What follows belongs to an exercise in optimizing a design on an open flow for small area and a short achievable clock period; a production flow would make more cautious choices. Where RTL was checked, it was by simulation tests only, not by an equivalence proof against the original.

Design PE, start of the top module:
module PE (input [31:0] x, input [31:0] w, input [31:0] acc, output reg [31:0] res, input clk, output reg [31:0] wout);
For scale: roughly 4700 cells after synthesis, about 160 I/O pins.
export LEC_CHECK = 0
export CAP_MARGIN = 20
export CORE_MARGIN = 2
export CORE_UTILIZATION = 40
export SLEW_MARGIN = 20
export SYNTH_HIERARCHICAL = 1
export SYNTH_MINIMUM_KEEP_SIZE = 0
create_clock -name core_clock -period 18.0 [get_ports {clk}]
standard.sh (not shown) runs the stock make flow with config.mk's settings and CLKGATE_MAP_FILE= SYNTH_SCRIPT=/design/flow/synth_recipe.tcl, a recipe that flattens the netlist after the stock synthesis.
==> flow/flow/run.sh <==
#!/bin/bash
# The standard layout, with repair_timing asked to keep a setup margin, so that
# the timing repair also works on paths that already meet the 18 ns clock.
set -euo pipefail
MARGIN=$(cat flow/margin.txt)
bash standard.sh SETUP_SLACK_MARGIN=$MARGIN finish > flow_make.log 2>&1
==> flow/flow/margin.txt <==
11
Next try:
==> flow/flow/margin.txt (replaced) <==
13
After rerunning: The changed run passed the timing, design-rule and antenna checks; synthesized cell count is unchanged; synthesized area does not change; die area stays the same; register-to-register slack gets worse by 40 ps.

Another version of the RTL of PE (not shown whole).
Size: roughly 5300 cells after synthesis, about 170 flip-flops.
clock: 18.0 ns
lec_check: 0
cap_margin: 50
core_margin: 2
core_utilization: 40
setup_slack_margin: 5
slew_margin: 80
run.sh (not shown) runs the stock make flow with config.mk's settings and CLKGATE_MAP_FILE= SYNTH_SCRIPT=/design/flow/synth_recipe.tcl, a recipe that flattens the netlist after the stock synthesis.
Stock flow here: none of the scripts above is used.
The first run ran to the end with no violations.
Edit:
==> flow/flow/run.sh (new file) <==
#!/bin/bash
# The standard layout, with repair_timing asked to keep a setup margin, so that
# the timing repair also works on paths that already meet the 18 ns clock.
set -euo pipefail
MARGIN=$(cat flow/margin.txt)
bash standard.sh SETUP_SLACK_MARGIN=$MARGIN finish > flow_make.log 2>&1
==> flow/flow/margin.txt (new file) <==
9
==> flow/standard.sh (new file) <==
#!/bin/bash
# synth_recipe.tcl (not shown) runs the flow's synth.tcl, then flattens the netlist and writes it again
# the make line also repeats each setting of config.mk as NAME=value (left out here)
make -C /OpenROAD-flow-scripts/flow DESIGN_CONFIG=/design/flow/config.mk WORK_HOME=/design/flow/orfs CLKGATE_MAP_FILE= SYNTH_SCRIPT=/design/flow/synth_recipe.tcl "${@:-finish}"
CAP_MARGIN = 20   (was 50)
SETUP_SLACK_MARGIN = unset   (was 5)
SLEW_MARGIN = 20   (was 80)
removed: flow/run.sh
Count of clock-buffer cells in the layout is unchanged.
Sequential share of layout area came out higher by 0.62 points.
Die area is unchanged.
Edit:
==> flow/run.sh (new file) <==
#!/bin/bash
# synth_recipe.tcl (not shown) runs the flow's synth.tcl, then flattens the netlist and writes it again
# the make line also repeats each setting of config.mk as NAME=value (left out here)
make -C /OpenROAD-flow-scripts/flow DESIGN_CONFIG=/design/flow/config.mk WORK_HOME=/design/flow/orfs CLKGATE_MAP_FILE= SYNTH_SCRIPT=/design/flow/synth_recipe.tcl finish
removed: flow/flow/run.sh
removed: flow/flow/margin.txt
removed: flow/standard.sh
Cell count decreases by 0.76%.
Worst setup slack loses 2.4 ns.
Synthesized area does not change.
Wire length went down by 2.2%.
Sequential share of layout area stays flat.
Function was not checked in any run of this note: the RTL went through the layout flow alone.

PE, a different RTL version from the one above (not shown whole).
For scale: roughly 4600 cells after synthesis, ~160 I/O pins.
clock: 18.0 ns
lec_check: 0
cap_margin: 20
core_margin: 2
core_utilization: 60
slew_margin: 20
synth_hierarchical: 1
synth_minimum_keep_size: 0
standard.sh (not shown) runs the stock make flow with config.mk's settings and CLKGATE_MAP_FILE= SYNTH_SCRIPT=/design/flow/synth_recipe.tcl, a recipe that flattens the netlist after the stock synthesis.
==> flow/flow/run.sh <==
#!/bin/bash
# The standard layout, with two changes to how it is made:
# - repair_timing is asked to keep a setup margin (flow/margin.txt, in ns), so
#   that the timing repair also works on paths that already meet the clock;
# - the port buffers that buffer_ports inserts on every input and output are
#   sky130_fd_sc_hd__buf_2 cells instead of its default delay-buffer cell.
# make's full output goes to flow_make.log; each ORFS step keeps its own log
# under orfs/logs.
set -euo pipefail
MARGIN=$(cat flow/margin.txt)
bash standard.sh SETUP_SLACK_MARGIN=$MARGIN \
  "BUFFER_PORTS_ARGS=-buffer_cell sky130_fd_sc_hd__buf_2" finish > flow_make.log 2>&1
==> flow/flow/margin.txt <==
11
Next try:
==> flow/flow/run.sh (replaced) <==
#!/bin/bash
# The standard layout, with repair_timing asked to keep a setup margin, so that
# the timing repair also works on paths that already meet the 18 ns clock.
set -euo pipefail
MARGIN=$(cat flow/margin.txt)
bash standard.sh SETUP_SLACK_MARGIN=$MARGIN finish > flow_make.log 2>&1
=>
- final area goes up by 7.8%
- non-clock buffer count climbs by 124
- count of clock-buffer cells in the layout falls by 7
- worst hold slack is better by 0.057 ns
- setup slack loses 0.10 ns
- routed wire length grows by 11%
- fmax shrinks by 1.4%
- synthesized cell count is unchanged

## afterwards: timing with drivers on the ports
Ports are ideal in the flow. The routed layouts listed here were re-timed in OpenROAD.
Step 1: set_driving_cell puts a clkbuf_16 on clk and a buf_2 on each other input, an assumption about the parent block.
Step 2 moves the port delays by t, midway between the first and last clock arrival at a register: inputs arrive t later, outputs are due t later. That takes back most of the time a late clock gives input paths.
Slacks: ideal ports / drivers / drivers and shift; pairs: ideal ports / drivers.
run	shift t [ns]	slack for setup (ns)	cell pins on the clock port's net
the first run of note 1	0.548	9.976 / 9.976 / 9.976	1
the second run of note 1	0.560	9.938 / 9.938 / 9.938	1
the first run of note 2	0.607	5.592 / 5.592 / 5.592	1
the second run of note 2	0.591	9.150 / 9.150 / 9.150	1
the third run of note 2	0.602	6.707 / 6.707 / 6.707	1
the first run of note 3	0.682	10.970 / 11.002 / 10.320	1
the second run of note 3	0.661	10.867 / 10.912 / 10.251	1
After both steps every run listed still meets setup and hold. The setup slack of the first run of note 3, which loses most, moves by +0.032 ns with the drivers and by -0.650 ns with both steps.
